From an optimization exercise on the open Yosys and OpenROAD flow, aimed at small area; shortcuts taken in it are not production practice. RTL that was checked went through simulation tests only; none was proved equivalent to the original. Only the layout flow was run in runs 1 to 3, 7 and 8; the RTL was not checked for function there. In every run shown here, the design's own scripts or RTL, not TritonCTS, make the clock network. No driver is modelled on the clock port, so clock power and skew are understated where the tree is cut down; a real chip needs a root buffer or a tree. No activity file was given, so power comes from the tool's default toggle rates.

### design.v
`timescale 1ns / 1ps
module Zad_8_1(
       input logic [15:0] input0,
       output logic [23:0] output0,
       input logic clk,
       input logic rst,
       input logic start,
       output logic ready
    );
logic [35:0] w;      
logic [17:0] dr;     
logic [2:0] ph;      
logic init;          
logic sub;           
logic sh;            
logic c;             
logic p0, p2, p3, p5, rph, shin, hi, ge3;
logic [5:0] din, op, sum;
logic [6:0] k;
assign p0  = ~ph[2] & ~ph[1] & ~ph[0];
assign p3  = ph[2] & ph[1] & ph[0];
assign p2  = ~ph[2] & ph[1] & ph[0];
assign p5  = ph[2] & ~ph[1] & ~ph[0];
assign rph = ph[2];                      
assign hi  = (dr[15:2] == 14'd0);        
assign ge3 = ~hi | (dr[1] & dr[0]);      
assign shin = p0 ? sub : sh;              
assign din = {w[4:2] & {3{~init}}, (w[1] & ~init) | (p3 & ge3 & init), w[0] & ~init, shin};
assign op  = {6{rph}} & (dr[5:0] ^ {6{sub}});
assign k[0] = c;
genvar i;
generate for (i = 0; i < 6; i++) begin : g_add
    assign sum[i] = din[i] ^ op[i] ^ k[i];
    assign k[i+1] = (din[i] & op[i]) | (din[i] & k[i]) | (op[i] & k[i]);
end endgenerate
assign ready = ~init & p0 & w[17];
always_ff @(posedge clk) begin
    w  <= {sum, w[35:6]};
    dr <= start ? {2'b00, input0} : {dr[5:0], dr[17:6]};
    sh <= w[5] & ~init;                  
    c  <= p2 ? sub : (k[6] & ~p5);
    if (rst)        ph <= 3'b010;
    else if (start) ph <= 3'b000;
    else if (ready) ph <= 3'b010;
    else            ph <= {ph[1:0], ~ph[2]};
    if (start)   init <= 1'b1;
    else if (p5) init <= 1'b0;
    if (start)   sub <= 1'b1;
    else if (p5) sub <= ~sum[5];
end
assign output0 = {{4{hi & ~dr[1] & ~dr[0]}}, hi & ~dr[1], hi & ~dr[0], w[16:0], sub};
endmodule
### flow/run.sh
#!/bin/bash
# The standard layout (standard.sh) with these changes:
# - buf_1 cells as the port buffers;
# - synthesis's upsized logic cells set back to drive 1 after floorplan (downsize.tcl);
# - a one-level clock distribution (clkn.tcl) in place of TritonCTS;
# - power recovery (downsizing off the critical paths) after global routing.
# make's output goes to standard.log; each ORFS step keeps its own log under orfs/logs.
export OWN_FLOW_DIR=$(pwd)/flow
export BUFFER_PORTS_ARGS="-buffer_cell sky130_fd_sc_hd__buf_1"
export POST_FLOORPLAN_TCL=$OWN_FLOW_DIR/downsize.tcl
export PRE_CTS_TCL=$OWN_FLOW_DIR/cts_pre.tcl
export CLK_NBUF=2
export CLK_BUF=sky130_fd_sc_hd__clkbuf_16
export RECOVER_POWER=100
bash standard.sh > standard.log 2>&1
### flow/clkn.tcl
# Clock distribution without CTS: the clock port drives CLK_NBUF buffers of type
# CLK_BUF directly, each driving one cluster of registers (k-means on the register
# locations), placed at its cluster's centroid.
set nbuf $::env(CLK_NBUF)
set bcell $::env(CLK_BUF)
set block [ord::get_db_block]
set dbu [$block getDbUnitsPerMicron]
set pts {}
foreach it [[$block findNet clk] getITerms] {
  set b [[$it getInst] getBBox]
  lappend pts [list [expr {([$b xMin] + [$b xMax]) / 2.0 / $dbu}] [expr {([$b yMin] + [$b yMax]) / 2.0 / $dbu}] [$it getInst]]
}
set pts [lsort -real -index 0 $pts]
set n [llength $pts]
# initial centres: spread along x
set cen {}
for {set k 0} {$k < $nbuf} {incr k} {
  set p [lindex $pts [expr {int(($k + 0.5) * $n / $nbuf)}]]
  lappend cen [list [lindex $p 0] [lindex $p 1]]
}
for {set iter 0} {$iter < 50} {incr iter} {
  set asg {}
  foreach p $pts {
    set best 0; set bd 1e18
    for {set k 0} {$k < $nbuf} {incr k} {
      set c [lindex $cen $k]
      set dd [expr {abs([lindex $p 0] - [lindex $c 0]) + abs([lindex $p 1] - [lindex $c 1])}]
      if {$dd < $bd} { set bd $dd; set best $k }
    }
    lappend asg $best
  }
  set new {}
  for {set k 0} {$k < $nbuf} {incr k} {
    set sx 0; set sy 0; set m 0
    foreach p $pts a $asg { if {$a == $k} { set sx [expr {$sx + [lindex $p 0]}]; set sy [expr {$sy + [lindex $p 1]}]; incr m } }
    if {$m > 0} { lappend new [list [expr {$sx / $m}] [expr {$sy / $m}]] } else { lappend new [lindex $cen $k] }
  }
  set cen $new
}
for {set k 0} {$k < $nbuf} {incr k} {
  set pins {}
  foreach p $pts a $asg { if {$a == $k} { lappend pins [get_pins -of_objects [get_cells [[lindex $p 2] getName]] -filter "direction == input && is_clock"] } }
  set c [lindex $cen $k]
  puts "clock buffer $k: [llength $pins] registers at $c"
  insert_buffer -buffer_cell $bcell -net clk -load_pins $pins -location $c -buffer_name clkbuf_$k -net_name clknet_$k
}
### flow/cts_pre.tcl
# Sourced by ORFS's cts.tcl before clock_tree_synthesis (PRE_CTS_TCL): build the
# clock distribution with clkn.tcl and turn the following clock_tree_synthesis
# call into a no-op.
source $::env(OWN_FLOW_DIR)/clkn.tcl
rename clock_tree_synthesis {}
proc clock_tree_synthesis {args} { puts "clock_tree_synthesis skipped: clock buffers placed by clkn.tcl" }
### flow/downsize.tcl
# Sourced after floorplan (POST_FLOORPLAN_TCL): give every logic cell that
# synthesis upsized the drive-1 version of its cell (the same function and
# pins); later timing repair upsizes again where a path needs it.
set n 0
foreach inst [[ord::get_db_block] getInsts] {
  set m [[$inst getMaster] getName]
  if {![regexp {^(sky130_fd_sc_hd__[a-z0-9]+)_([0-9]+)$} $m -> base drive]} { continue }
  if {$drive <= 1} { continue }
  if {[string match *clkbuf* $base] || [string match *tap* $base]} { continue }
  set small [get_lib_cells -quiet ${base}_1]
  if {$small eq ""} { continue }
  replace_cell [get_cells [$inst getName]] $small
  incr n
}
puts "downsize.tcl: $n cells set to drive 1"
### standard.sh
#!/bin/bash
# synth_recipe.tcl (not shown) runs the flow's synth.tcl, then flattens the netlist and writes it again
# the make line also repeats each setting of config.mk as NAME=value (left out here)
make -C /OpenROAD-flow-scripts/flow DESIGN_CONFIG=/design/flow/config.mk WORK_HOME=/design/flow/orfs CLKGATE_MAP_FILE= SYNTH_SCRIPT=/design/flow/synth_recipe.tcl "${@:-finish}"
### config.mk
export PLATFORM = sky130hd
export DESIGN_NAME = Zad_8_1
export DESIGN_NICKNAME = Zad_8_1
export VERILOG_FILES = /design/flow/design.v
export SDC_FILE = /design/flow/constraint.sdc
export NUM_CORES = 4
export LEC_CHECK = 0
export CAP_MARGIN = 20
export CORE_MARGIN = 2
export CORE_UTILIZATION = 40
export SLEW_MARGIN = 20
### constraint.sdc
create_clock -name core_clock -period 7.0 [get_ports {clk}]
set_input_delay 1.4000 -clock core_clock [delete_from_list [all_inputs] [get_ports {clk}]]
set_output_delay 1.4000 -clock core_clock [all_outputs]
set_load 0.01 [all_outputs]
==> summary.txt, run 1 <==
GRT
  – First-pass GRT wire length: between 5 and 6 mm
  – Grt ovf: 0
  – Vias in the first global route: ~1.1k
  – Largest net degree at the start of global routing: 39
  – Initial antenna violation count: 0
  – GRT Total Usage: 0.118

Worst hold path
  – Hold WC Path Type: flop to flop

Timing
  – Actual slew at the worst max-slew pin: about 1.2 ns
  – Highest clock rate: just under 0.3 GHz
  – Period utilization: 0.489
  – Slew headroom: 0.223
  – Fin crit period: around 3.4 ns
  – Max Transition Viols Final: 0
  – Setup TNS: 0 ns
  – Fin. Hold Viols: 0
  – RSZ-0062 raised after global routing: false
  – Final setup viols: 0
  – Final worst setup slack: 3.57 ns
  – Max Clock Skew: around 0.029 ns

Layout
  – Fin nets: 207
  – # diodes: 0
  – Fill count: 478
  – Final Non-Filler Cells: 247
  – P&R area growth vs syn: 5.58%
  – Final instance area: approximately 0.0021 mm²
  – Share of layout cells above drive strength 1: 0.0111

Place
  – GPL Wtd Cong: around 0.87
  – Placed cell areas: roughly 0.0021 mm²
  – IO buf count: 43
  – DP Cell Count: about 250
  – Dpl ws: 3.59 ns
  – HPWL after DPL: around 2.4 mm

Synth
  – Synthesized cell area: a little over 0.002 mm²
  – Number of synthesized register bits: 61
  – Synth area leader: dfxtp_1
  – Post-synthesis sequential area ratio: 0.605
  – Synth top area cells: dfxtp_1 (60%), mux2_2 (8.9%), buf_4 (8.2%), fa_1 (5.9%), xor2_1 (2.6%)
  – Yosys warnings: 1
  – Post-synth cell types: 27
  – Synth Net Count: about 190
  – Top-area cell type share of the netlist area: 0.605
  – Syn avg cell area: around 13 µm²
  – Gate count after technology mapping: 160

Worst setup path
  – Worst setup path endpoint: sub$_SDFFE_PP1P_
  – Worst Setup SP: ph[2]$_SDFF_PP0_
  – CP Data Required Time: between 7 and 8 ns
  – CP startpoint kind: flop
  – Worst Path Max Fanout: 12
  – R2r startpoint: ph[2]$_SDFF_PP0_
  – RR Endpoint: sub$_SDFFE_PP1P_
  – Reg2reg setup slack: around 3.6 ns
  – Crit end category: flop
  – Reg2Reg Depth: 11
  – Crit path arrival time: 3.51 ns
  – Crit Path Class: flop to flop

Die
  – Core Box Area: ~0.0048 mm²
  – Die Span X: 75.1 µm
  – DIE AREA: between 0.005 and 0.006 mm²
  – Initial Utilization: 0.422
  – IO Count: between 40 and 50
  – Std-Cell Rows: 25
  – Die Ht: roughly 75 µm

Route
  – DRT Pass-1 Iters: 4
  – Routed via count: approximately 1.1k
  – Drt drc: 0
  – Antenna-violating nets left: 0
  – 1st-iter DRT viols: 113
  – Avg WL per Cell: 12.6 µm
  – WL final: a little over 3 mm
  – Via/cell ratio: between 4 and 5

Power
  – P_leak: 0.000820 µW
  – Power Density: between 200 and 300 mW/mm²
  – Power Total: between 500 and 600 µW
  – VDD IR max: between 0.00015 and 0.0002 V

Status
  – Status: no timing/DRC/antenna violations

Run
  – Max-cap violations: 0

Clocking
  – Post-CTS resize count: 0
  – Post-cts hold buffer count: 0
  – Clock latency (worst-skew pair): approximately 0.18 ns
  – Clk pin slew, worst setup/hold paths: approximately 0.12 ns
  – Postcts setup bufs: 0
## metrics by stage
step	utilization	hold slack, ns
global placement	0.435	0.311
CTS	0.445	0.312
global route	0.445	0.337
detailed placement	0.435	0.312
finish	0.445	0.322
floorplan	-	0.310
## placed cells by master (no fill, tap or decap)
cell type and count:
a21o_1 1, or3b_1 1, nor4_1 4, nand2_1 5, a31oi_1 1, o21ai_0 1, xor2_1 6, clkbuf_1 1
nor3b_1 1, clkbuf_16 2, a211o_1 1, a211oi_1 1, nor2b_1 6, buf_1 42, nand4_1 1, nor3_1 3
inv_1 6, mux2i_1 1, a21oi_1 1, and4_1 1, dfxtp_1 61, nor2_1 4, and3_1 2, o21bai_1 1
a221oi_1 1, and2_1 3, mux2_1 16, fa_1 6
## cell families after synthesis
logic type      share of synthesized area
simple gates                       0.0874
buf+inv                             0.100
fa+ha+maj                          0.0595
xor+xnor                           0.0260
flops                               0.605
compound gates                     0.0279
mux                                0.0942
## layout make-up, without the clock buffers
type                    instances  area (µm²)  area share
well taps                      67        83.8      0.0393
repair buffers                 43         161      0.0757
multi-input cells              68         593       0.278
inverters                       6        22.5      0.0106
flip-flops and latches         61        1220       0.573
## flip-flops by register name, summed over array words and instances, names as in the netlist
name,flops
c,1
w,36
ph,3
sub,1
dr,18
sh,1
init,1
## Yosys cell counts
cell and number:
dfxtp_1 61, buf_4 22, mux2_2 16, fa_1 6, inv_1 6, nor2b_1 6, xor2_1 6, nand2_1 5
nor2_1 4, nor4_1 4, and2_1 3, buf_2 3, nor3_1 3, and3_1 2, a211o_1 1, a211oi_1 1
a21o_1 1, a21oi_1 1, a221oi_1 1, a31oi_1 1, and4_1 1, mux2i_1 1, nand4_1 1, nor3b_1 1
o21ai_0 1, o21bai_1 1, or3b_4 1
## worst min path at each step
stage                        from            end  cells past startpoint
CTS                 w[20]$_DFF_P_  w[14]$_DFF_P_                      0
floorplan           w[18]$_DFF_P_  w[12]$_DFF_P_                      0
global route         w[7]$_DFF_P_   w[1]$_DFF_P_                      0
detailed placement  w[20]$_DFF_P_  w[14]$_DFF_P_                      0
finish               w[7]$_DFF_P_   w[1]$_DFF_P_                      0
global placement    w[32]$_DFF_P_  w[26]$_DFF_P_                      0
## worst max-delay path: stages, from the launching register on
cell and delay [ns]:
dfxtp_1 0.42, nor3_1 0.39, mux2i_1 0.31, fa_1 0.23, fa_1 0.18, fa_1 0.16
inv_1 0.05, fa_1 0.37, fa_1 0.39, fa_1 0.51, nor2_1 0.05, a211o_1 0.26
## power by group
group | leakage [µW] | total (µW) | internal (µW) | switching, µW
clock network | 0.0000246 | 132 | 52.9 | 79.0
registers | 0.000505 | 394 | 377 | 16.6
logic | 0.000290 | 37.4 | 18.2 | 19.2
total | 0.000820 | 563 | 448 | 115
## routing by layer
metal / wire [µm] / global-route usage / part of all wire
met3: 287 / 0.0241 / 0.092
met5: 0 / 0 / 0
met2: 1400 / 0.198 / 0.45
met4: 23 / 0.0139 / 0.0074
met1: 1410 / 0.162 / 0.45
==> inputs of run 2 (changes only) <==
==> flow/run.sh (replaced) <==
#!/bin/bash
# The standard layout (standard.sh) with these changes:
# - buf_1 cells as the port buffers;
# - synthesis's upsized logic cells set back to drive 1 after floorplan (downsize.tcl);
# - a one-level clock distribution (clkb.tcl) in place of TritonCTS;
# - power recovery (downsizing off the critical paths) after global routing.
# make's output goes to standard.log; each ORFS step keeps its own log under orfs/logs.
export OWN_FLOW_DIR=$(pwd)/flow
export BUFFER_PORTS_ARGS="-buffer_cell sky130_fd_sc_hd__buf_1"
export POST_FLOORPLAN_TCL=$OWN_FLOW_DIR/downsize.tcl
export PRE_CTS_TCL=$OWN_FLOW_DIR/cts_pre.tcl
export CLK_NBUF=3
export CLK_BUF=sky130_fd_sc_hd__clkbuf_8
export RECOVER_POWER=100
bash standard.sh > standard.log 2>&1
==> flow/clkb.tcl (new file) <==
# Clock distribution without CTS: the clock port drives CLK_NBUF buffers of type
# CLK_BUF directly. The registers are split into CLK_NBUF groups of equal size by
# recursive bisection along the longer side of each group's bounding box; each
# buffer sits at its group's centroid and drives that group's clock pins.
set nbuf $::env(CLK_NBUF)
set bcell $::env(CLK_BUF)
set block [ord::get_db_block]
set dbu [$block getDbUnitsPerMicron]
set pts {}
foreach it [[$block findNet clk] getITerms] {
  set b [[$it getInst] getBBox]
  lappend pts [list [expr {([$b xMin] + [$b xMax]) / 2.0 / $dbu}] [expr {([$b yMin] + [$b yMax]) / 2.0 / $dbu}] [[$it getInst] getName]]
}
proc clk_split {pts k} {
  if {$k <= 1} { return [list $pts] }
  set xs [lmap p $pts {lindex $p 0}]
  set ys [lmap p $pts {lindex $p 1}]
  set dx [expr {[tcl::mathfunc::max {*}$xs] - [tcl::mathfunc::min {*}$xs]}]
  set dy [expr {[tcl::mathfunc::max {*}$ys] - [tcl::mathfunc::min {*}$ys]}]
  set ax [expr {$dx >= $dy ? 0 : 1}]
  set s [lsort -real -index $ax $pts]
  set k1 [expr {$k / 2}]
  set cut [expr {int(round(double([llength $s]) * $k1 / $k))}]
  return [concat [clk_split [lrange $s 0 [expr {$cut - 1}]] $k1] [clk_split [lrange $s $cut end] [expr {$k - $k1}]]]
}
set i 0
foreach g [clk_split $pts $nbuf] {
  set sx 0.0; set sy 0.0; set pins {}
  foreach p $g {
    set sx [expr {$sx + [lindex $p 0]}]; set sy [expr {$sy + [lindex $p 1]}]
    lappend pins [get_pins -of_objects [get_cells [lindex $p 2]] -filter "direction == input && is_clock"]
  }
  set c [list [expr {$sx / [llength $g]}] [expr {$sy / [llength $g]}]]
  puts "clock buffer $i: [llength $g] registers at $c"
  insert_buffer -buffer_cell $bcell -net clk -load_pins $pins -location $c -buffer_name clkbuf_$i -net_name clknet_$i
  incr i
}
==> flow/cts_pre.tcl (replaced) <==
# Sourced by ORFS's cts.tcl before clock_tree_synthesis (PRE_CTS_TCL): build the
# clock distribution with clkb.tcl and turn the following clock_tree_synthesis
# call into a no-op.
source $::env(OWN_FLOW_DIR)/clkb.tcl
rename clock_tree_synthesis {}
proc clock_tree_synthesis {args} { puts "clock_tree_synthesis skipped: clock buffers placed by clkb.tcl" }
--- a/config.mk
+++ b/config.mk
@@ -7,5 +7,6 @@
 export LEC_CHECK = 0
 export CAP_MARGIN = 20
 export CORE_MARGIN = 2
-export CORE_UTILIZATION = 40
+export CORE_UTILIZATION = 55
+export PLACE_DENSITY = 0.75
 export SLEW_MARGIN = 20
removed: flow/clkn.tcl
==> run 2 against run 1 <==
Compared with the run above:
- still clean
- sequential share of layout area rose by 0.89 points
- wire length down 1.7%
- first-iteration DRC count is 61% lower
- critical path depth unchanged
- setup slack lost 0.093 ns
- utilization increased by 14 points
- combinational power is essentially flat
- worst hold slack improved by 0.015 ns
- clock skew down 0.014 ns
- clock power fell by 9.8%
- flip-flop and latch count stayed put
- largest power group unchanged
==> summary.txt, run 2 <==
Timing
  – Setup TNS: 0 ns
  – RSZ-0062 raised after global routing: false
  – Period utilization: 0.503
  – Slew headroom: 0.255
  – Max Clock Skew: 0.0158 ns
  – Final worst setup slack: 3.48 ns
  – Final setup viols: 0
  – Fin crit period: about 3.5 ns
  – Actual slew at the worst max-slew pin: 1.12 ns
  – Fin. Hold Viols: 0
  – Highest clock rate: approximately 0.28 GHz
  – Max Transition Viols Final: 0

Layout
  – # diodes: 0
  – Top Registers: w (36), dr (18), ph (3)
  – Commonest cells after routing, fill and taps aside: dfxtp_1 (61), buf_1 (42), mux2_1 (16)
  – Share of layout cells above drive strength 1: 0.0166
  – Sequential cell area: approximately 0.0012 mm²
  – Commonest non-fill, non-tap cell in the layout: dfxtp_1
  – Final instance area: 0.00210 mm²
  – Area of the multi-input gates: approximately 590 µm²
  – Largest reg by FF count: w
  – P&R area growth vs syn: 3.97%
  – Fill count: about 330
  – Fin nets: 208
  – Number of flip-flops in the largest register: 36

Worst setup path
  – Top Family by Delay on Critical Path: adder cells
  – Reg2reg setup slack: 3.48 ns
  – RR Endpoint: sub$_SDFFE_PP1P_
  – Worst Path Max Fanout: 12
  – CP startpoint kind: flop
  – Worst Setup SP: ph[2]$_SDFF_PP0_
  – R2r startpoint: ph[2]$_SDFF_PP0_
  – Reg2Reg Depth: 11
  – Crit-path most repeated cell: fa_1
  – Worst path bufs/invs: 1
  – Worst setup path endpoint: sub$_SDFFE_PP1P_
  – Crit path arrival time: 3.58 ns
  – CP Data Required Time: approximately 7.1 ns
  – Crit Path Class: flop to flop
  – Slowest-stage cell, CP: fa_1
  – CP Cell Sequence: nor3_1 -> mux2i_1 -> fa_1 -> fa_1 -> fa_1 -> inv_1 -> fa_1 -> fa_1 -> fa_1 -> nor2_1 -> a211o_1
  – Crit end category: flop
  – Slowest cell delay on critical path: between 0.5 and 0.6 ns
  – Crit. path cell count: 11

Route
  – Routed via count: ~1.1k
  – Avg WL per Cell: 13.4 µm
  – WL final: about 3.1 mm
  – 1st-iter DRT viols: 44
  – DRT Pass-1 Iters: 4
  – Antenna-violating nets left: 0
  – Via/cell ratio: a little under 5
  – Drt drc: 0

Synth
  – Post-synthesis compound-gate area fraction: 0.0279
  – Post-synthesis simple-gate area fraction: 0.0874
  – Synth top area cells: dfxtp_1 (60%), mux2_2 (8.9%), buf_4 (8.2%), fa_1 (5.9%), xor2_1 (2.6%)
  – Post-synthesis mux area share: 0.0942
  – Syn avg cell area: between 10 and 15 µm²
  – Largest family of logic cells by synthesized area: buffers and inverters
  – Yosys warnings: 1
  – Synthesized cell area: between 0.002 and 0.0025 mm²
  – Top post-synthesis cells by count: dfxtp_1 (61), buf_4 (22), mux2_2 (16)
  – Post-synthesis sequential area ratio: 0.605
  – Post-synth top flop: dfxtp_1
  – Post-Synth XOR/XNOR Area: 0.0260
  – Number of synthesized register bits: between 60 and 70
  – Post-synth cell types: 27
  – Synth async-reset ratio: 0
  – EDFF count, synth: 0
  – Synth area leader: dfxtp_1
  – Most common cell in the synthesized netlist: dfxtp_1
  – Synth Net Count: roughly 190
  – Gate count after technology mapping: 160
  – Adder-cell share of the synthesized area: 0.0595
  – Top-area cell type share of the netlist area: 0.605

Run
  – Max-cap violations: 0

Clocking
  – Clk pin slew, worst setup/hold paths: between 0.1 and 0.15 ns
  – Postcts setup bufs: 0
  – Post-cts hold buffer count: 0
  – Post-CTS resize count: 0
  – Clock latency (worst-skew pair): roughly 0.17 ns

Power
  – Power Density: between 200 and 300 mW/mm²
  – P_leak: 0.000816 µW
  – VDD IR max: about 0.00014 V

GRT
  – First-pass GRT wire length: around 5 mm
  – Largest net degree at the start of global routing: 24
  – GRT Total Usage: 0.148
  – Grt ovf: 0
  – Initial antenna violation count: 0
  – Vias in the first global route: around 1.0k

Place
  – HPWL after DPL: 2.32 mm
  – Placed cell areas: approximately 0.002 mm²
  – Dpl ws: around 3.5 ns
  – IO buf count: 43
  – GPL Wtd Cong: 0.746

Die
  – IO Count: between 40 and 50
  – DIE AREA: between 0.004 and 0.005 mm²
  – Std-Cell Rows: 22
  – Initial Utilization: 0.560
  – Die Ht: about 65 µm
  – Core Box Area: between 0.003 and 0.004 mm²
  – Die Span X: ~65 µm

Worst hold path
  – Hold WC Path Type: flop to flop

Status
  – Status: no timing/DRC/antenna violations
==> run 2: worst register-to-register path: cells and delay by family (launching register included) <==
kind	cells	cell delay, ns
muxes	1	0.31
DFF	1	0.44
AOI/OAI and AO/OA	1	0.25
and+or+nand+nor	2	0.50
adders and majority gates	6	1.87
buffers and inverters	1	0.05
==> run 2: per-stage QoR <==
step,total power [µW],utilization,hold slack (ns),cells
6_report,551,0.582,0.337,229
4_1_cts,533,0.582,0.312,229
3_3_place_gp,437,0.571,0.311,226
2_1_floorplan,436,-,0.310,160
3_5_place_dp,440,0.571,0.312,226
5_1_grt,578,0.582,0.341,229
==> run 2: worst min-delay path by stage <==
stage,startpoint,end,slack [ns],depth (start not counted)
floorplan,w[18]$_DFF_P_,w[12]$_DFF_P_,0.31,0
global placement,w[32]$_DFF_P_,w[26]$_DFF_P_,0.31,0
detailed placement,w[22]$_DFF_P_,w[16]$_DFF_P_,0.31,0
CTS,w[22]$_DFF_P_,w[16]$_DFF_P_,0.31,0
global route,w[29]$_DFF_P_,w[23]$_DFF_P_,0.34,0
finish,w[24]$_DFF_P_,w[18]$_DFF_P_,0.34,0
==> run 2: cell families (layout without fill, tap and decap cells) <==
logic type      Yosys count  after routing
flops                    61             61
mux                      17             17
buf+inv                  31             52
compound gates            8              8
fa+ha+maj                 6              6
xor+xnor                  6              6
simple gates             31             31
==> run 2: per-layer routing <==
metal,vias to the layer above,wire [µm],global-route usage
met5,-,0,0
met4,0,43,0.0213
met2,37,1430,0.260
li1,544,-,-
met3,3,174,0.0156
met1,518,1420,0.203
==> run 2: final cells by class, without the clock buffers <==
class                           instances  area share
Tap cell                               48      0.0286
Multi-Input combinational cell         68       0.282
Inverter                                6      0.0107
Timing Repair Buffer                   43      0.0769
Sequential cell                        61       0.582
==> run 2: where the power goes <==
part	total, µW	switching, µW	internal [µW]
Sequential	394	17.1	377
Clock	119	79.0	40.1
Combinational	37.3	19.1	18.2
==> inputs of run 3 (changes only) <==
--- a/config.mk
+++ b/config.mk
@@ -7,6 +7,6 @@
 export LEC_CHECK = 0
 export CAP_MARGIN = 20
 export CORE_MARGIN = 2
-export CORE_UTILIZATION = 55
-export PLACE_DENSITY = 0.75
+export CORE_UTILIZATION = 70
+export PLACE_DENSITY = 0.9
 export SLEW_MARGIN = 20
==> run 3 against run 2 <==
Compared with the run above:
- sequential share of layout area rose by 0.60 points
- worst hold slack barely moved
- fmax rose by 1.7%
- final cell count fell by 7.4%
- critical endpoint unchanged
- still clean
- highest routed layer unchanged
- final area fell by 1.0%
- clock skew fell by 0.0049 ns
- first-iteration DRC count fell by 59%
==> summary.txt, run 3 <==
Status
  – Status: no timing/DRC/antenna violations

Worst setup path
  – Slowest cell delay on critical path: just over 0.5 ns
  – Slowest-stage cell, CP: fa_1
  – Crit path arrival time: approximately 3.5 ns
  – Top Family by Delay on Critical Path: adder cells
  – CP startpoint kind: flop
  – Worst path bufs/invs: 1
  – Crit Path Class: flop to flop
  – CP Cell Sequence: nor3_1 -> mux2i_1 -> fa_1 -> fa_1 -> fa_1 -> inv_1 -> fa_1 -> fa_1 -> fa_1 -> nor2_1 -> a211o_1
  – Crit-path most repeated cell: fa_1
  – CP Data Required Time: 7.07 ns
  – Worst Path Max Fanout: 12
  – Crit end category: flop

Synth
  – EDFF count, synth: 0
  – Synth area leader: dfxtp_1
  – Top post-synthesis cells by count: dfxtp_1 (61), buf_4 (22), mux2_2 (16)
  – Yosys warnings: 1
  – Syn avg cell area: ~13 µm²
  – Gate count after technology mapping: 160
  – Synthesized cell area: about 0.002 mm²
  – Post-synth cell types: 27
  – Post-synth top flop: dfxtp_1
  – Synth async-reset ratio: 0
  – Synth top area cells: dfxtp_1 (60%), mux2_2 (8.9%), buf_4 (8.2%), fa_1 (5.9%), xor2_1 (2.6%)
  – Most common cell in the synthesized netlist: dfxtp_1
  – Synth Net Count: 185
  – Top-area cell type share of the netlist area: 0.605
  – Post-synthesis sequential area ratio: 0.605
  – Number of synthesized register bits: roughly 60

Layout
  – Commonest non-fill, non-tap cell in the layout: dfxtp_1
  – Commonest cells after routing, fill and taps aside: dfxtp_1 (61), buf_1 (42), mux2_1 (16)
  – Fin nets: 208
  – P&R area growth vs syn: 2.91%
  – Top Registers: w (36), dr (18), ph (3)
  – Number of flip-flops in the largest register: 36
  – # diodes: 0
  – Share of layout cells above drive strength 1: 0.0166
  – Largest reg by FF count: w

GRT
  – Initial antenna violation count: 0
  – GRT Total Usage: 0.188
  – Vias in the first global route: between 1k and 1.5k
  – Grt ovf: 0
  – Largest net degree at the start of global routing: 24
  – First-pass GRT wire length: roughly 4.9 mm

Timing
  – Slew headroom: 0.238
  – Final setup viols: 0
  – Fin crit period: between 3 and 4 ns
  – Highest clock rate: ~0.29 GHz
  – Period utilization: 0.494
  – Max Clock Skew: about 0.011 ns
  – Setup TNS: 0 ns
  – Hold slack final: about 0.34 ns
  – Fin. Hold Viols: 0
  – Actual slew at the worst max-slew pin: 1.14 ns
  – RSZ-0062 raised after global routing: false
  – Max Transition Viols Final: 0

Clocking
  – Post-cts hold buffer count: 0
  – Clock latency (worst-skew pair): 0.17 ns
  – Postcts setup bufs: 0
  – Post-CTS resize count: 0
  – Clk pin slew, worst setup/hold paths: approximately 0.12 ns

Place
  – IO buf count: 43
  – HPWL after DPL: ~2.4 mm
  – GPL Wtd Cong: 0.733

Route
  – Met3 wire len: approximately 150 µm
  – WL final: 3.04 mm
  – WL met2: about 1.5 mm
  – 1st-iter DRT viols: 18
  – Top layer in use: met4
  – Routed via count: 1097
  – Drt drc: 0
  – Metal-1 WL: ~1.3 mm
  – Antenna-violating nets left: 0
  – Avg WL per Cell: about 14 µm
  – DRT Pass-1 Iters: 4
  – Via/cell ratio: a little over 5

Power
  – Combinational share of power: 0.068
  – Net Switching: approximately 120 µW
  – P_leak: between 0.0008 and 0.0009 µW
  – Sw frac: 0.209
  – Power Density: between 200 and 300 mW/mm²
  – Flop pwr share: 0.715
  – Clock power share: 0.216
  – Pint: 436 µW
  – VDD IR max: approximately 0.00028 V

Die
  – Die Span X: 57.7 µm
  – Core Box Area: ~0.0028 mm²
  – Die Ht: 57.7 µm
  – IO Count: 44
  – Initial Utilization: 0.732
  – DIE AREA: between 0.003 and 0.004 mm²
  – Std-Cell Rows: 19

Worst hold path
  – Hold WC Path Type: flop to flop

Run
  – Max-cap violations: 0
run 3: final timing paths:
path,end,startpoint,slack [ns],depth (start not counted)
setup reg to reg,sub$_SDFFE_PP1P_,ph[2]$_SDFF_PP0_,3.54,11
setup / recovery,sub$_SDFFE_PP1P_,ph[2]$_SDFF_PP0_,3.54,11
hold reg to reg,w[20]$_DFF_P_,w[26]$_DFF_P_,0.34,0
hold / removal,w[20]$_DFF_P_,w[26]$_DFF_P_,0.34,0
run 3: cells by family (layout without fill, tap and decap cells):
logic type               count (synthesis)  after routing  synth area share
AND/OR/NAND/NOR                         31             31            0.0874
multiplexers                            17             17            0.0942
buffers and inverters                   31             52             0.100
XOR/XNOR                                 6              6            0.0260
adder cells (fa/ha/maj)                  6              6            0.0595
AO/OA/AOI/OAI                            8              8            0.0279
flip-flops                              61             61             0.605
run 3: power by group through the flow:
| stage | registers, µW | clock network (µW) | logic (µW) |
|---|---|---|---|
| floorplan | 395 | 0 | 40.4 |
| global placement | 400 | 0 | 36.6 |
| detailed placement | 402 | 0 | 38.1 |
| CTS | 403 | 92.3 | 38.3 |
| global route | 398 | 136 | 42.5 |
| finish | 394 | 119 | 37.6 |
run 3: per-stage QoR:
| step | util | cells | area [µm²] | setup slack (ns) | power, µW |
|---|---|---|---|---|---|
| floorplan | - | 160 | 2020 | 3.77 | 436 |
| global placement | 0.739 | 209 | 2040 | 3.74 | 437 |
| detailed placement | 0.739 | 209 | 2040 | 3.56 | 440 |
| CTS | 0.754 | 212 | 2080 | 3.57 | 533 |
| global route | 0.754 | 212 | 2080 | 3.37 | 576 |
| finish | 0.754 | 212 | 2080 | 3.54 | 551 |
run 3: area by class of cell, without the clock buffers:
class	instances	area (µm²)
Timing Repair Buffer	43	161
Multi-Input combinational cell	68	593
Fill cell	182	679
Tap cell	31	38.8
Sequential cell	61	1220
Inverter	6	22.5
run 3: metal layers:
layer / global-route usage / vias up
met1: 0.253 / 518
met2: 0.338 / 32
met4: 0.0199 / 0
met3: 0.0223 / 4
met5: 0 / -
li1: - / 543
==> inputs of run 4 (changes only) <==
--- a/design.v
+++ b/design.v
@@ -38,7 +38,7 @@
     w  <= {sum, w[35:6]};
     dr <= start ? {2'b00, input0} : {dr[5:0], dr[17:6]};
     sh <= w[5] & ~init;                  
-    c  <= p2 ? sub : (k[6] & ~p5);
+    c  <= start ? 1'b0 : p2 ? sub : (k[6] & ~p5);
     if (rst)        ph <= 3'b010;
     else if (start) ph <= 3'b000;
     else if (ready) ph <= 3'b010;
--- a/config.mk
+++ b/config.mk
@@ -6,7 +6,7 @@
 export NUM_CORES = 4
 export LEC_CHECK = 0
 export CAP_MARGIN = 20
-export CORE_MARGIN = 2
-export CORE_UTILIZATION = 70
+export CORE_AREA = 2 2 60 60
+export DIE_AREA = 0 0 62 62
 export PLACE_DENSITY = 0.9
 export SLEW_MARGIN = 20
==> run 4 against run 3 <==
Compared with the run above:
- critical path type unchanged
- critical endpoint unchanged
- wire length is 4.3% lower
- sequential power barely moved
- total power fell by 0.55%
==> summary.txt, run 4 <==
Status
  – Status: no timing/DRC/antenna violations

Timing
  – Fin. Hold Viols: 0
  – Period utilization: 0.502
  – Highest clock rate: about 0.28 GHz
  – Slew headroom: 0.244
  – Actual slew at the worst max-slew pin: ~1.1 ns
  – Max Transition Viols Final: 0
  – Setup TNS: 0 ns
  – Hold slack final: about 0.34 ns
  – RSZ-0062 raised after global routing: false
  – Max Clock Skew: around 0.01 ns
  – Final setup viols: 0
  – Fin crit period: between 3 and 4 ns

Die
  – Die Span X: roughly 62 µm
  – IO Count: 44
  – Std-Cell Rows: 21
  – DIE AREA: slightly below 0.004 mm²
  – Core Box Area: approximately 0.0033 mm²
  – Initial Utilization: 0.623
  – Die Ht: 62 µm

Synth
  – Post-synth top flop: dfxtp_1
  – EDFF count, synth: 0
  – Synth area leader: dfxtp_1
  – Top-area cell type share of the netlist area: 0.597
  – Most common cell in the synthesized netlist: dfxtp_1
  – Gate count after technology mapping: approximately 160
  – Post-synthesis sequential area ratio: 0.597
  – Top post-synthesis cells by count: dfxtp_1 (61), buf_4 (23), mux2_1 (16)
  – Synth top area cells: dfxtp_1 (60%), mux2_1 (8.8%), buf_4 (8.4%), fa_1 (5.9%), xor2_1 (2.6%)
  – Yosys warnings: 1
  – Synth async-reset ratio: 0
  – Syn avg cell area: ~13 µm²
  – Number of synthesized register bits: between 60 and 70
  – Post-synth cell types: 30
  – Synth Net Count: between 150 and 200
  – Synthesized cell area: just over 0.002 mm²

Layout
  – Commonest non-fill, non-tap cell in the layout: dfxtp_1
  – Share of layout cells above drive strength 1: 0.0166
  – Commonest cells after routing, fill and taps aside: dfxtp_1 (61), buf_1 (42), mux2_1 (16)
  – P&R area growth vs syn: 2.63%
  – Fin nets: 208
  – # diodes: 0
  – Number of flip-flops in the largest register: 36
  – Fill count: about 280
  – Top Registers: w (36), dr (18), ph (3)
  – Largest reg by FF count: w

Route
  – Drt drc: 0
  – Routed via count: ~1.1k
  – Antenna-violating nets left: 0
  – Via/cell ratio: between 4 and 5
  – Avg WL per Cell: about 13 µm
  – DRT Pass-1 Iters: 4
  – WL final: 2.91 mm
  – 1st-iter DRT viols: 48

Worst hold path
  – Hold WC Path Type: flop to flop

Power
  – Combinational share of power: 0.066
  – Pint: 434 µW
  – Clock power share: 0.218
  – Sw frac: 0.207
  – VDD IR max: 0.000145 V
  – Net Switching: ~110 µW
  – Power Density: roughly 260 mW/mm²
  – P_leak: between 0.0008 and 0.0009 µW
  – Flop pwr share: 0.716

Worst setup path
  – Top Family by Delay on Critical Path: adder cells
  – Crit. path cell count: 11
  – Worst Path Max Fanout: 12
  – Crit Path Class: flop to flop
  – Reg2reg setup slack: 3.49 ns
  – CP startpoint kind: flop
  – Reg2Reg Depth: 11
  – Crit path arrival time: approximately 3.6 ns
  – Crit end category: flop
  – CP Cell Sequence: nor3_1 -> mux2i_1 -> fa_1 -> fa_1 -> fa_1 -> inv_1 -> fa_1 -> fa_1 -> fa_1 -> nor2_1 -> a211o_1
  – Worst Setup SP: ph[2]$_SDFF_PP0_
  – Slowest-stage cell, CP: fa_1
  – Slowest cell delay on critical path: approximately 0.52 ns
  – R2r startpoint: ph[2]$_SDFF_PP0_
  – RR Endpoint: sub$_SDFFE_PP1P_
  – Worst path bufs/invs: 1
  – Worst setup path endpoint: sub$_SDFFE_PP1P_
  – CP Data Required Time: just over 7 ns
  – Crit-path most repeated cell: fa_1

Clocking
  – Clock latency (worst-skew pair): between 0.15 and 0.2 ns
  – Clk pin slew, worst setup/hold paths: 0.12 ns
  – Post-CTS resize count: 0
  – Post-cts hold buffer count: 0
  – Postcts setup bufs: 0

Place
  – IO buf count: 43
  – GPL Wtd Cong: around 0.83
  – HPWL after DPL: 2.23 mm

GRT
  – First-pass GRT wire length: 4.68 mm
  – GRT Total Usage: 0.163
  – Grt ovf: 0
  – Vias in the first global route: a little over 1k
  – Initial antenna violation count: 0
  – Largest net degree at the start of global routing: 25

Run
  – Max-cap violations: 0
## run 4: metal layers
layer,GRT usage,share of wire
met2,0.275,0.45
met4,0.0213,0.015
met5,0,0
met3,0.0186,0.055
met1,0.234,0.47
## run 4: worst min path at each step
stage                        startpoint             to  slack (ns)  depth (start not counted)
final                     w[24]$_DFF_P_  w[18]$_DFF_P_        0.34                          0
after CTS                 w[33]$_DFF_P_  w[27]$_DFF_P_        0.31                          0
after global placement    w[32]$_DFF_P_  w[26]$_DFF_P_        0.31                          0
after detailed placement  w[33]$_DFF_P_  w[27]$_DFF_P_        0.31                          0
after global routing      w[32]$_DFF_P_  w[26]$_DFF_P_        0.34                          0
after floorplan           w[18]$_DFF_P_  w[12]$_DFF_P_        0.31                          0
## run 4: logic make-up (layout without fill, tap and decap cells)
| family | after synthesis | in the layout | share of synthesized area |
|---|---|---|---|
| and+or+nand+nor | 30 | 30 | 0.0887 |
| xor gates and xnor gates | 6 | 6 | 0.0257 |
| adders and majority gates | 6 | 6 | 0.0587 |
| muxes | 17 | 17 | 0.0930 |
| buffers and inverters | 32 | 52 | 0.106 |
| AOI/OAI and AO/OA | 9 | 9 | 0.0312 |
| DFF | 61 | 61 | 0.597 |
## run 4: power by group through the flow
stage / Combinational [µW] / Clock [µW] / Sequential, µW
floorplan: 38.3 / 0 / 394
global placement: 35.8 / 0 / 399
detailed placement: 37.0 / 0 / 400
CTS: 37.2 / 92.3 / 401
global route: 42.0 / 137 / 396
finish: 36.4 / 119 / 392
## run 4: final cells by class, without the clock buffers
type,instances,area (µm²),area share
Sequential cell,61,1220,0.582
Timing Repair Buffer,43,161,0.0769
Inverter,6,22.5,0.0107
Tap cell,46,57.6,0.0274
Multi-Input combinational cell,68,596,0.284
## run 4: through the flow
step	setup WS (ns)	instance area (µm²)	total power, µW	instances	util
after floorplan	3.85	2050	432	161	-
after global placement	3.70	2060	435	224	0.627
after detailed placement	3.53	2060	437	224	0.627
after CTS	3.50	2100	530	227	0.639
after global routing	3.34	2100	575	227	0.639
final	3.49	2100	548	227	0.639
==> inputs of run 5 (changes only) <==
--- a/flow/run.sh
+++ b/flow/run.sh
@@ -9,7 +9,7 @@
 export BUFFER_PORTS_ARGS="-buffer_cell sky130_fd_sc_hd__buf_1"
 export POST_FLOORPLAN_TCL=$OWN_FLOW_DIR/downsize.tcl
 export PRE_CTS_TCL=$OWN_FLOW_DIR/cts_pre.tcl
-export CLK_NBUF=3
-export CLK_BUF=sky130_fd_sc_hd__clkbuf_8
+export CLK_NBUF=2
+export CLK_BUF=sky130_fd_sc_hd__clkbuf_16
 export RECOVER_POWER=100
 bash standard.sh > standard.log 2>&1
==> run 5 against run 4 <==
Compared with the run above:
- utilization rose by 0.27 points
- combinational power barely moved
- register-to-register slack barely moved
- final cell count fell by 0.44%
- flip-flop and latch count did not move
- highest routed layer unchanged
==> summary.txt, run 5 <==
Status
  – Status: no timing/DRC/antenna violations

GRT
  – Grt ovf: 0
  – Vias in the first global route: 1023
  – First-pass GRT wire length: ~4.7 mm
  – GRT Total Usage: 0.163
  – Largest net degree at the start of global routing: 32
  – Initial antenna violation count: 0

Worst setup path
  – Worst path bufs/invs: 1
  – R2r startpoint: ph[2]$_SDFF_PP0_
  – Slowest cell delay on critical path: between 0.5 and 0.6 ns
  – Crit-path most repeated cell: fa_1
  – Slowest-stage cell, CP: fa_1
  – CP Data Required Time: 7.07 ns
  – Crit Path Class: flop to flop
  – CP startpoint kind: flop
  – Reg2Reg Depth: 11
  – Crit end category: flop
  – Crit path arrival time: between 3 and 4 ns
  – Worst Setup SP: ph[2]$_SDFF_PP0_
  – RR Endpoint: sub$_SDFFE_PP1P_
  – Worst Path Max Fanout: 12
  – Reg2reg setup slack: ~3.5 ns
  – Top Family by Delay on Critical Path: adder cells
  – CP Cell Sequence: nor3_1 -> mux2i_1 -> fa_1 -> fa_1 -> fa_1 -> inv_1 -> fa_1 -> fa_1 -> fa_1 -> nor2_1 -> a211o_1

Layout
  – Largest reg by FF count: w
  – Commonest cells after routing, fill and taps aside: dfxtp_1 (61), buf_1 (42), mux2_1 (16)
  – # diodes: 0
  – Fin nets: approximately 210
  – Fill count: ~270
  – Sequential cell area: approximately 0.0012 mm²
  – P&R area growth vs syn: 3.06%
  – Share of layout cells above drive strength 1: 0.0111
  – Final Non-Filler Cells: around 230
  – Commonest non-fill, non-tap cell in the layout: dfxtp_1
  – Area of the multi-input gates: between 500 and 600 µm²
  – Top Registers: w (36), dr (18), ph (3)
  – Number of flip-flops in the largest register: 36

Die
  – Core Box Area: roughly 0.0033 mm²
  – Initial Utilization: 0.623
  – Die Ht: 62 µm
  – Die Span X: 62 µm
  – DIE AREA: between 0.003 and 0.004 mm²
  – Std-Cell Rows: 21
  – IO Count: 44

Synth
  – Most common cell in the synthesized netlist: dfxtp_1
  – Post-synthesis sequential area ratio: 0.597
  – EDFF count, synth: 0
  – Top-area cell type share of the netlist area: 0.597
  – Synth async-reset ratio: 0
  – Synth area leader: dfxtp_1
  – Post-synth top flop: dfxtp_1
  – Post-synth cell types: 30
  – Syn avg cell area: about 13 µm²
  – Gate count after technology mapping: ~160
  – Synth Net Count: between 150 and 200
  – Number of synthesized register bits: 61
  – Top post-synthesis cells by count: dfxtp_1 (61), buf_4 (23), mux2_1 (16)
  – Synthesized cell area: about 0.0020 mm²
  – Synth top area cells: dfxtp_1 (60%), mux2_1 (8.8%), buf_4 (8.4%), fa_1 (5.9%), xor2_1 (2.6%)
  – Yosys warnings: 1

Place
  – Dpl ws: approximately 3.5 ns
  – DP Cell Count: between 200 and 250
  – GPL Wtd Cong: a little over 0.8
  – IO buf count: 43
  – HPWL after DPL: ~2.2 mm

Run
  – Max-cap violations: 0

Power
  – Power Density: around 270 mW/mm²
  – P_leak: around 0.0008 µW
  – Power Total: 559 µW
  – VDD IR max: about 0.00013 V

Route
  – Antenna-violating nets left: 0
  – Via/cell ratio: 4.75
  – Drt drc: 0
  – Routed via count: between 1k and 1.5k
  – 1st-iter DRT viols: between 50 and 60
  – WL final: approximately 2.9 mm
  – Avg WL per Cell: roughly 13 µm
  – DRT Pass-1 Iters: 4

Timing
  – Max Transition Viols Final: 0
  – Period utilization: 0.500
  – Max Clock Skew: roughly 0.0078 ns
  – Highest clock rate: approximately 0.29 GHz
  – Actual slew at the worst max-slew pin: roughly 1.1 ns
  – RSZ-0062 raised after global routing: false
  – Fin. Hold Viols: 0
  – Final worst setup slack: between 3 and 4 ns
  – Final setup viols: 0
  – Slew headroom: 0.239
  – Setup TNS: 0 ns
  – Fin crit period: approximately 3.5 ns

Clocking
  – Post-CTS resize count: 0
  – Clk pin slew, worst setup/hold paths: ~0.10 ns
  – Clock latency (worst-skew pair): about 0.16 ns
  – Post-cts hold buffer count: 0
  – Postcts setup bufs: 0

Worst hold path
  – Hold path depth: 0
  – Hold EP: w[15]$_DFF_P_
  – Hold WC Path Type: flop to flop
  – Hold_sp: w[21]$_DFF_P_
## run 5: cell counts after synthesis
Identical to the previous run, type by type.
## run 5: metal layers
layer,vias up,part of all wire,GRT usage
li1,544,-,-
met1,489,0.47,0.230
met2,36,0.47,0.280
met3,5,0.044,0.0104
met4,0,0.019,0.0274
met5,-,0,0
## run 5: power breakdown
group	internal (µW)	switching, µW
combinational	18.1	18.3
sequential	376	16.0
clock	52.9	77.6
## run 5: worst max path at each step
stage                             endpoint  depth (start not counted)
after floorplan           sub$_SDFFE_PP1P_                         12
after CTS                 sub$_SDFFE_PP1P_                         11
after detailed placement  sub$_SDFFE_PP1P_                         11
final                     sub$_SDFFE_PP1P_                         11
after global routing      sub$_SDFFE_PP1P_                         11
after global placement    sub$_SDFFE_PP1P_                         11
## run 5: stage by stage
| step | utilization | hold slack [ns] | instance area [µm²] |
|---|---|---|---|
| after detailed placement | 0.627 | 0.313 | 2060 |
| after global placement | 0.627 | 0.312 | 2060 |
| after global routing | 0.642 | 0.342 | 2110 |
| after CTS | 0.642 | 0.313 | 2110 |
| after floorplan | - | 0.310 | 2050 |
| final | 0.642 | 0.334 | 2110 |
## run 5: cells by family (layout without fill, tap and decap cells)
group                      count (synthesis)  in the layout  share of synthesized area
xor gates and xnor gates                   6              6                     0.0257
AOI/OAI and AO/OA                          9              9                     0.0312
buffers and inverters                     32             51                      0.106
DFF                                       61             61                      0.597
adders and majority gates                  6              6                     0.0587
muxes                                     17             17                     0.0930
and+or+nand+nor                           30             30                     0.0887
## run 5: worst reg2reg max path: cells and delay by family (launching register included)
family	cells	cell delay, ns
fa+ha+maj	6	1.92
flops	1	0.42
mux	1	0.29
simple gates	2	0.47
buf+inv	1	0.05
compound gates	1	0.25
## run 5: cell type report, without the clock buffers
type,instances,area share
multi-input cells,68,0.282
flip-flops and latches,61,0.579
repair buffers,43,0.0766
well taps,46,0.0273
inverters,6,0.0107
==> inputs of run 6 (changes only) <==
--- a/flow/run.sh
+++ b/flow/run.sh
@@ -10,6 +10,6 @@
 export POST_FLOORPLAN_TCL=$OWN_FLOW_DIR/downsize.tcl
 export PRE_CTS_TCL=$OWN_FLOW_DIR/cts_pre.tcl
 export CLK_NBUF=2
-export CLK_BUF=sky130_fd_sc_hd__clkbuf_16
+export CLK_BUF=sky130_fd_sc_hd__buf_12
 export RECOVER_POWER=100
 bash standard.sh > standard.log 2>&1
==> run 6 against run 5 <==
Compared with the run above:
- still clean on timing, DRC and antenna
- critical path depth unchanged
- sequential share of layout area up 0.28 points
- synthesized area unchanged
- worst hold slack about the same
- synthesized cell count unchanged
- flip-flop and latch count unchanged
- first-iteration DRC count down 3.9%
- combinational power about the same
- critical endpoint unchanged
- largest cell class unchanged
==> summary.txt, run 6 <==
Power
  – VDD IR max: 0.000147 V
  – Flop pwr share: 0.709
  – Sw frac: 0.203
  – Power Density: ~260 mW/mm²
  – Combinational share of power: 0.066
  – Net Switching: between 100 and 150 µW
  – Clock power share: 0.225
  – P_leak: slightly above 0.0008 µW
  – Pint: approximately 440 µW

Route
  – Routed via count: 1072
  – Antenna-violating nets left: 0
  – WL final: around 2.9 mm
  – DRT Pass-1 Iters: 4
  – Drt drc: 0
  – Avg WL per Cell: between 10 and 15 µm
  – 1st-iter DRT viols: 49
  – Via/cell ratio: roughly 4.7

Clocking
  – Clock latency (worst-skew pair): between 0.1 and 0.15 ns
  – Postcts setup bufs: 0
  – Post-cts hold buffer count: 0
  – Post-CTS resize count: 0
  – Clk pin slew, worst setup/hold paths: between 0.1 and 0.15 ns

Timing
  – Actual slew at the worst max-slew pin: 1.14 ns
  – Fin. Hold Viols: 0
  – Setup TNS: 0 ns
  – Period utilization: 0.502
  – Final setup viols: 0
  – Highest clock rate: between 0.2 and 0.3 GHz
  – Hold slack final: approximately 0.33 ns
  – RSZ-0062 raised after global routing: false
  – Slew headroom: 0.238
  – Max Transition Viols Final: 0
  – Fin crit period: approximately 3.5 ns
  – Max Clock Skew: around 0.0077 ns

Synth
  – Adder-cell share of the synthesized area: 0.0587
  – Post-synthesis sequential area ratio: 0.597
  – Most common cell in the synthesized netlist: dfxtp_1
  – Synth async-reset ratio: 0
  – Largest family of logic cells by synthesized area: buffers and inverters
  – Number of synthesized register bits: 61
  – Post-Synth XOR/XNOR Area: 0.0257
  – Syn avg cell area: between 10 and 15 µm²
  – Top-area cell type share of the netlist area: 0.597
  – Post-synth cell types: 30
  – Synth top area cells: dfxtp_1 (60%), mux2_1 (8.8%), buf_4 (8.4%), fa_1 (5.9%), xor2_1 (2.6%)
  – EDFF count, synth: 0
  – Post-synthesis compound-gate area fraction: 0.0312
  – Synth area leader: dfxtp_1
  – Gate count after technology mapping: 161
  – Post-synthesis mux area share: 0.0930
  – Post-synthesis simple-gate area fraction: 0.0887
  – Yosys warnings: 1
  – Synthesized cell area: between 0.002 and 0.0025 mm²
  – Synth Net Count: roughly 190
  – Post-synth top flop: dfxtp_1
  – Top post-synthesis cells by count: dfxtp_1 (61), buf_4 (23), mux2_1 (16)

GRT
  – Largest net degree at the start of global routing: 32
  – Initial antenna violation count: 0
  – Vias in the first global route: around 1.0k
  – GRT Total Usage: 0.161
  – First-pass GRT wire length: 4.64 mm
  – Grt ovf: 0

Layout
  – # diodes: 0
  – P&R area growth vs syn: 2.57%
  – Share of layout cells above drive strength 1: 0.0111
  – Largest reg by FF count: w
  – Final core utilization: 0.639
  – Fill count: 268
  – Fin nets: around 210
  – Commonest cells after routing, fill and taps aside: dfxtp_1 (61), buf_1 (42), mux2_1 (16)
  – Top Registers: w (36), dr (18), ph (3)
  – Number of flip-flops in the largest register: 36
  – Commonest non-fill, non-tap cell in the layout: dfxtp_1

Run
  – Max-cap violations: 0

Die
  – Initial Utilization: 0.623
  – DIE AREA: around 0.0038 mm²
  – Die Ht: around 62 µm
  – Core Box Area: 0.00328 mm²
  – Die Span X: about 62 µm
  – IO Count: 44
  – Std-Cell Rows: 21

Worst setup path
  – Worst Path Max Fanout: 12
  – Crit Path Class: flop to flop
  – Crit path arrival time: 3.55 ns
  – Crit end category: flop
  – CP Data Required Time: between 7 and 8 ns
  – CP startpoint kind: flop

Worst hold path
  – Hold WC Path Type: flop to flop

Place
  – IO buf count: 43
  – HPWL after DPL: 2.23 mm
  – GPL Wtd Cong: 0.826

Status
  – Status: no timing/DRC/antenna violations
==> run 6: cell counts after synthesis <==
Identical to the previous run, type by type.
==> run 6: cell families (layout without fill, tap and decap cells) <==
kind of cell / after synthesis / count (layout)
adder cells (fa/ha/maj): 6 / 6
buffers and inverters: 32 / 51
XOR/XNOR: 6 / 6
AO/OA/AOI/OAI: 9 / 9
multiplexers: 17 / 17
AND/OR/NAND/NOR: 30 / 30
flip-flops: 61 / 61
==> run 6: critical path, stage by stage (launching register included) <==
cell,delay (ns)
dfxtp_1,0.42
nor3_1,0.42
mux2i_1,0.29
fa_1,0.23
fa_1,0.20
fa_1,0.19
inv_1,0.05
fa_1,0.38
fa_1,0.40
fa_1,0.52
nor2_1,0.06
a211o_1,0.25
==> run 6: power by group through the flow <==
stage / clock network, µW / logic (µW) / registers [µW]
4_1_cts: 99.4 / 37.2 / 401
6_report: 124 / 36.5 / 392
2_1_floorplan: 0 / 38.3 / 394
3_3_place_gp: 0 / 35.8 / 399
3_5_place_dp: 0 / 37.0 / 400
5_1_grt: 141 / 42.1 / 396
==> run 6: layout make-up, without the clock buffers <==
| type | count | area (µm²) | area share |
|---|---|---|---|
| sequential | 61 | 1220 | 0.582 |
| inverter | 6 | 22.5 | 0.0107 |
| multi-input combinational | 68 | 596 | 0.284 |
| timing repair buffer | 43 | 161 | 0.0769 |
| tap | 46 | 57.6 | 0.0274 |
==> run 6: final timing paths <==
path,slack [ns],start,end,depth (start not counted)
worst max-delay path,3.49,ph[2]$_SDFF_PP0_,sub$_SDFFE_PP1P_,11
worst min-delay path,0.33,w[21]$_DFF_P_,w[15]$_DFF_P_,0
worst max register to register,3.49,ph[2]$_SDFF_PP0_,sub$_SDFFE_PP1P_,11
worst min register to register,0.33,w[21]$_DFF_P_,w[15]$_DFF_P_,0
==> run 6: routing by layer <==
metal  up-vias  global-route usage  wire, µm
li1        545                   -         -
met1       487               0.230      1380
met2        35               0.278      1350
met3         5              0.0104       117
met4         0              0.0213        46
met5         -                   0         0
==> run 6: through the flow <==
step / worst slack [ns] / cells / power, µW / cell area (µm²)
4_1_cts: 3.50 / 226 / 537 / 2100
5_1_grt: 3.35 / 226 / 579 / 2100
6_report: 3.49 / 226 / 553 / 2100
3_5_place_dp: 3.53 / 224 / 437 / 2060
3_3_place_gp: 3.70 / 224 / 435 / 2060
2_1_floorplan: 3.85 / 161 / 432 / 2050
==> inputs of run 7 (changes only) <==
--- a/design.v
+++ b/design.v
@@ -38,7 +38,7 @@
     w  <= {sum, w[35:6]};
     dr <= start ? {2'b00, input0} : {dr[5:0], dr[17:6]};
     sh <= w[5] & ~init;                  
-    c  <= start ? 1'b0 : p2 ? sub : (k[6] & ~p5);
+    c  <= p2 ? sub : (k[6] & ~p5);
     if (rst)        ph <= 3'b010;
     else if (start) ph <= 3'b000;
     else if (ready) ph <= 3'b010;
--- a/flow/run.sh
+++ b/flow/run.sh
@@ -10,6 +10,6 @@
 export POST_FLOORPLAN_TCL=$OWN_FLOW_DIR/downsize.tcl
 export PRE_CTS_TCL=$OWN_FLOW_DIR/cts_pre.tcl
 export CLK_NBUF=2
-export CLK_BUF=sky130_fd_sc_hd__buf_12
+export CLK_BUF=sky130_fd_sc_hd__clkbuf_16
 export RECOVER_POWER=100
 bash standard.sh > standard.log 2>&1
--- a/config.mk
+++ b/config.mk
@@ -6,7 +6,6 @@
 export NUM_CORES = 4
 export LEC_CHECK = 0
 export CAP_MARGIN = 20
-export CORE_AREA = 2 2 60 60
-export DIE_AREA = 0 0 62 62
-export PLACE_DENSITY = 0.9
+export CORE_MARGIN = 2
+export CORE_UTILIZATION = 40
 export SLEW_MARGIN = 20
==> run 7 against run 6 <==
Compared with the run above:
- still clean
- via count is 1.2% higher
- fmax is 0.60% higher
- utilization is 19 points lower
- clock skew is 0.0045 ns higher
- global-route usage is 4.2 points lower
- sequential share of layout area is 0.92 points lower
- die area is 47% higher
- sequential power hardly changed
- critical endpoint unchanged
==> summary.txt, run 7 <==
Timing
  – Actual slew at the worst max-slew pin: 1.17 ns
  – Setup TNS: 0 ns
  – Max Transition Viols Final: 0
  – Final setup viols: 0
  – Max Clock Skew: approximately 0.012 ns
  – Fin. Hold Viols: 0
  – Highest clock rate: 0.286 GHz
  – Slew headroom: 0.222
  – Period utilization: 0.499
  – RSZ-0062 raised after global routing: false
  – Fin crit period: ~3.5 ns

Die
  – DIE AREA: approximately 0.0056 mm²
  – Die Ht: 75.1 µm
  – Core Box Area: approximately 0.0048 mm²
  – Initial Utilization: 0.422
  – Std-Cell Rows: 25
  – IO Count: 44
  – Die Span X: roughly 75 µm

Synth
  – Synth async-reset ratio: 0
  – Yosys warnings: 1
  – Post-synth cell types: 27
  – Post-synth top flop: dfxtp_1
  – EDFF count, synth: 0
  – Most common cell in the synthesized netlist: dfxtp_1
  – Number of synthesized register bits: 61
  – Synth Net Count: 185
  – Gate count after technology mapping: 160
  – Syn avg cell area: ~13 µm²
  – Synth area leader: dfxtp_1
  – Synthesized cell area: ~0.002 mm²
  – Post-synthesis sequential area ratio: 0.605
  – Synth top area cells: dfxtp_1 (60%), mux2_2 (8.9%), buf_4 (8.2%), fa_1 (5.9%), xor2_1 (2.6%)
  – Top post-synthesis cells by count: dfxtp_1 (61), buf_4 (22), mux2_2 (16)
  – Top-area cell type share of the netlist area: 0.605

Worst setup path
  – CP startpoint kind: flop
  – Top Family by Delay on Critical Path: adder cells
  – Worst path bufs/invs: 1
  – Crit path arrival time: approximately 3.6 ns
  – Crit-path most repeated cell: fa_1
  – CP Cell Sequence: nor3_1 -> mux2i_1 -> fa_1 -> fa_1 -> fa_1 -> inv_1 -> fa_1 -> fa_1 -> fa_1 -> nor2_1 -> a211o_1
  – Crit Path Class: flop to flop
  – Slowest-stage cell, CP: fa_1
  – Crit end category: flop
  – Slowest cell delay on critical path: 0.51 ns
  – Worst Path Max Fanout: 12
  – Reg2reg setup slack: roughly 3.5 ns
  – CP Data Required Time: roughly 7.1 ns

Power
  – Power Density: 265 mW/mm²
  – VDD IR max: 0.000133 V
  – P_leak: 0.000820 µW

Place
  – DP Cell Count: roughly 250
  – Placed cell areas: 0.00208 mm²
  – HPWL after DPL: 2.41 mm
  – IO buf count: 43
  – GPL Wtd Cong: 0.867

GRT
  – Grt ovf: 0
  – First-pass GRT wire length: approximately 5.3 mm
  – Vias in the first global route: 1096
  – Largest net degree at the start of global routing: 32
  – GRT Total Usage: 0.119
  – Initial antenna violation count: 0

Route
  – Via/cell ratio: approximately 4.4
  – Avg WL per Cell: between 10 and 15 µm
  – Routed via count: 1085
  – DRT Pass-1 Iters: 4
  – Drt drc: 0
  – WL final: ~3.1 mm
  – Antenna-violating nets left: 0
  – 1st-iter DRT viols: just under 100

Layout
  – # diodes: 0
  – Fin nets: 207
  – Commonest non-fill, non-tap cell in the layout: dfxtp_1
  – Final Non-Filler Cells: between 200 and 250
  – Largest reg by FF count: w
  – Number of flip-flops in the largest register: 36
  – Share of layout cells above drive strength 1: 0.0111
  – Final instance area: approximately 0.0021 mm²
  – P&R area growth vs syn: 5.58%
  – Top Registers: w (36), dr (18), ph (3)
  – Commonest cells after routing, fill and taps aside: dfxtp_1 (61), buf_1 (42), mux2_1 (16)

Clocking
  – Post-cts hold buffer count: 0
  – Clk pin slew, worst setup/hold paths: ~0.11 ns
  – Post-CTS resize count: 0
  – Clock latency (worst-skew pair): about 0.17 ns
  – Postcts setup bufs: 0

Worst hold path
  – Hold WC Path Type: flop to flop

Run
  – Max-cap violations: 0

Status
  – Status: no timing/DRC/antenna violations
run 7: worst paths after layout:
check | to | start | depth (start not counted)
worst max-delay path | sub$_SDFFE_PP1P_ | ph[2]$_SDFF_PP0_ | 11
worst min-delay path | w[14]$_DFF_P_ | w[20]$_DFF_P_ | 0
worst max register to register | sub$_SDFFE_PP1P_ | ph[2]$_SDFF_PP0_ | 11
worst min register to register | w[14]$_DFF_P_ | w[20]$_DFF_P_ | 0
run 7: worst register-to-register path: stages (launching register included):
cell and delay [ns]:
dfxtp_1 0.42, nor3_1 0.43, mux2i_1 0.31, fa_1 0.23
fa_1 0.18, fa_1 0.16, inv_1 0.05, fa_1 0.37
fa_1 0.39, fa_1 0.51, nor2_1 0.05, a211o_1 0.26
run 7: routing by layer:
metal	global-route usage	vias to the layer above	part of all wire
met3	0.0241	2	0.077
li1	-	543	-
met4	0.0139	0	0.0086
met2	0.195	44	0.44
met1	0.169	496	0.47
met5	0	-	0
run 7: cells by family after synthesis:
group,count (synthesis),synth area share
compound gates,8,0.0279
xor+xnor,6,0.0260
fa+ha+maj,6,0.0595
buf+inv,31,0.100
flops,61,0.605
mux,17,0.0942
simple gates,31,0.0874
run 7: area by class of cell, without the clock buffers:
cell class	instances	area, µm²
tap	67	83.8
fill	478	2650
multi-input combinational	68	593
inverter	6	22.5
sequential	61	1220
timing repair buffer	43	161
run 7: through the flow:
stage | hold WS (ns) | utilization | setup slack (ns) | power, µW
2_1_floorplan | 0.310 | - | 3.77 | 436
3_3_place_gp | 0.311 | 0.435 | 3.74 | 438
3_5_place_dp | 0.312 | 0.435 | 3.59 | 441
4_1_cts | 0.312 | 0.445 | 3.59 | 546
5_1_grt | 0.344 | 0.445 | 3.34 | 594
6_report | 0.336 | 0.445 | 3.51 | 566
run 7: report_power, final:
part           internal (µW)  leakage (µW)  switching [µW]
combinational           18.2      0.000290            19.3
clock                   53.0     0.0000246            81.5
sequential               377      0.000505            16.5
total                    448      0.000820             117
==> inputs of run 8 (changes only) <==
--- a/config.mk
+++ b/config.mk
@@ -7,5 +7,6 @@
 export LEC_CHECK = 0
 export CAP_MARGIN = 20
 export CORE_MARGIN = 2
-export CORE_UTILIZATION = 40
+export CORE_UTILIZATION = 70
+export PLACE_DENSITY = 0.9
 export SLEW_MARGIN = 20
==> run 8 against run 7 <==
Compared with the run above:
- clock power fell by 3%
- still clean on timing, DRC and antenna
- clock skew decreased by 0.0084 ns
- fmax up 0.59%
==> summary.txt, run 8 <==
Die
  – Std-Cell Rows: 19
  – Die Ht: between 50 and 60 µm
  – Core Box Area: 0.00276 mm²
  – IO Count: 44
  – Initial Utilization: 0.732
  – DIE AREA: ~0.0033 mm²
  – Die Span X: between 50 and 60 µm

Power
  – Net Switching: approximately 110 µW
  – Combinational share of power: 0.067
  – Flop pwr share: 0.700
  – P_leak: 0.000820 µW
  – Sw frac: 0.203
  – Power Total: approximately 560 µW
  – VDD IR max: 0.000279 V
  – Pint: around 450 µW
  – Power Density: 270 mW/mm²
  – Clock power share: 0.233

GRT
  – First-pass GRT wire length: roughly 5 mm
  – Vias in the first global route: between 1k and 1.5k
  – GRT Total Usage: 0.185
  – Largest net degree at the start of global routing: 32
  – Grt ovf: 0
  – Initial antenna violation count: 0

Worst setup path
  – CP Data Required Time: about 7.1 ns
  – Crit path arrival time: around 3.5 ns
  – Worst Path Max Fanout: 12
  – R2r startpoint: ph[2]$_SDFF_PP0_
  – Worst Setup SP: ph[2]$_SDFF_PP0_
  – Crit end category: flop
  – Crit Path Class: flop to flop
  – Reg2reg setup slack: around 3.5 ns
  – CP startpoint kind: flop

Synth
  – Number of synthesized register bits: between 60 and 70
  – Most common cell in the synthesized netlist: dfxtp_1
  – Top-area cell type share of the netlist area: 0.605
  – EDFF count, synth: 0
  – Syn avg cell area: 12.6 µm²
  – Top post-synthesis cells by count: dfxtp_1 (61), buf_4 (22), mux2_2 (16)
  – Yosys warnings: 1
  – Synthesized cell area: ~0.002 mm²
  – Gate count after technology mapping: 160
  – Synth top area cells: dfxtp_1 (60%), mux2_2 (8.9%), buf_4 (8.2%), fa_1 (5.9%), xor2_1 (2.6%)
  – Synth Net Count: 185
  – Post-synth cell types: 27
  – Synth area leader: dfxtp_1
  – Synth async-reset ratio: 0
  – Post-synthesis sequential area ratio: 0.605
  – Post-synth top flop: dfxtp_1

Route
  – Drt drc: 0
  – Via/cell ratio: 5.30
  – 1st-iter DRT viols: 21
  – WL final: just over 3 mm
  – Antenna-violating nets left: 0
  – Routed via count: ~1.1k
  – DRT Pass-1 Iters: 4
  – Avg WL per Cell: between 10 and 15 µm

Status
  – Status: no timing/DRC/antenna violations

Timing
  – Hold slack final: roughly 0.34 ns
  – Final setup viols: 0
  – Highest clock rate: about 0.29 GHz
  – Setup TNS: 0 ns
  – Fin crit period: approximately 3.5 ns
  – Max Clock Skew: approximately 0.0038 ns
  – RSZ-0062 raised after global routing: false
  – Actual slew at the worst max-slew pin: ~1.1 ns
  – Period utilization: 0.496
  – Slew headroom: 0.234
  – Fin. Hold Viols: 0
  – Max Transition Viols Final: 0

Layout
  – Top Registers: w (36), dr (18), ph (3)
  – Final core utilization: 0.757
  – P&R area growth vs syn: 3.35%
  – Commonest cells after routing, fill and taps aside: dfxtp_1 (61), buf_1 (42), mux2_1 (16)
  – Largest reg by FF count: w
  – Number of flip-flops in the largest register: 36
  – Share of layout cells above drive strength 1: 0.0111
  – Fin nets: between 200 and 250
  – Sequential cell area: 0.00122 mm²
  – Final instance area: around 0.0021 mm²
  – Fill count: between 150 and 200
  – # diodes: 0
  – Area of the multi-input gates: roughly 590 µm²
  – Commonest non-fill, non-tap cell in the layout: dfxtp_1

Clocking
  – Post-cts hold buffer count: 0
  – Postcts setup bufs: 0
  – Clk pin slew, worst setup/hold paths: 0.10 ns
  – Post-CTS resize count: 0
  – Clock latency (worst-skew pair): roughly 0.16 ns

Run
  – Max-cap violations: 0

Place
  – GPL Wtd Cong: 0.733
  – IO buf count: 43
  – HPWL after DPL: between 2 and 2.5 mm
  – Placed cell areas: just over 0.002 mm²

Worst hold path
  – Hold WC Path Type: flop to flop
  – Hold_sp: w[26]$_DFF_P_
==> run 8: final timing paths <==
path | endpoint | cells past startpoint
min | w[20]$_DFF_P_ | 0
min reg2reg | w[20]$_DFF_P_ | 0
max reg2reg | sub$_SDFFE_PP1P_ | 11
max | sub$_SDFFE_PP1P_ | 11
==> run 8: routing by layer <==
metal	global-route usage	share of wire	wire length, µm
met3	0.0179	0.048	147
met2	0.339	0.49	1510
met1	0.247	0.45	1370
met4	0.0199	0.012	38
met5	0	0	0
==> run 8: metrics by stage <==
stage               setup slack (ns)  cells
floorplan                       3.77    160
global placement                3.74    209
detailed placement              3.56    209
CTS                             3.57    211
global route                    3.37    211
finish                          3.53    211
==> run 8: kinds of logic (layout without fill, tap and decap cells) <==
group	after synthesis	count (layout)	synth area share
xor+xnor	6	6	0.0260
simple gates	31	31	0.0874
flops	61	61	0.605
fa+ha+maj	6	6	0.0595
buf+inv	31	51	0.100
compound gates	8	8	0.0279
mux	17	17	0.0942
==> run 8: layout make-up, without the clock buffers <==
type / count / area share
Multi-Input combinational cell: 68 / 0.284
Sequential cell: 61 / 0.585
Tap cell: 31 / 0.0186
Timing Repair Buffer: 43 / 0.0773
Inverter: 6 / 0.0108
==> run 8: worst max-delay path, cell delays in order (launching register included) <==
cell and delay [ns]:
dfxtp_1 0.43, nor3_1 0.36, mux2i_1 0.28, fa_1 0.23, fa_1 0.20, fa_1 0.16, inv_1 0.05, fa_1 0.40
fa_1 0.42, fa_1 0.52, nor2_1 0.05, a211o_1 0.26
==> run 8: power groups by stage <==
stage	combinational, µW	sequential (µW)	clock (µW)
after floorplan	40.4	395	0
after global placement	36.6	400	0
after detailed placement	38.1	402	0
after CTS	38.3	403	105
after global routing	42.5	398	146
final	37.6	394	131

Re-timed with assumed drivers on the ports (clkbuf_16 on the clock, buf_2 on other inputs), run 8 has 3.529 ns of setup slack against 3.529 ns with ideal ports, and 3.529 ns once port delays also move by the mid clock arrival of 0.206 ns.
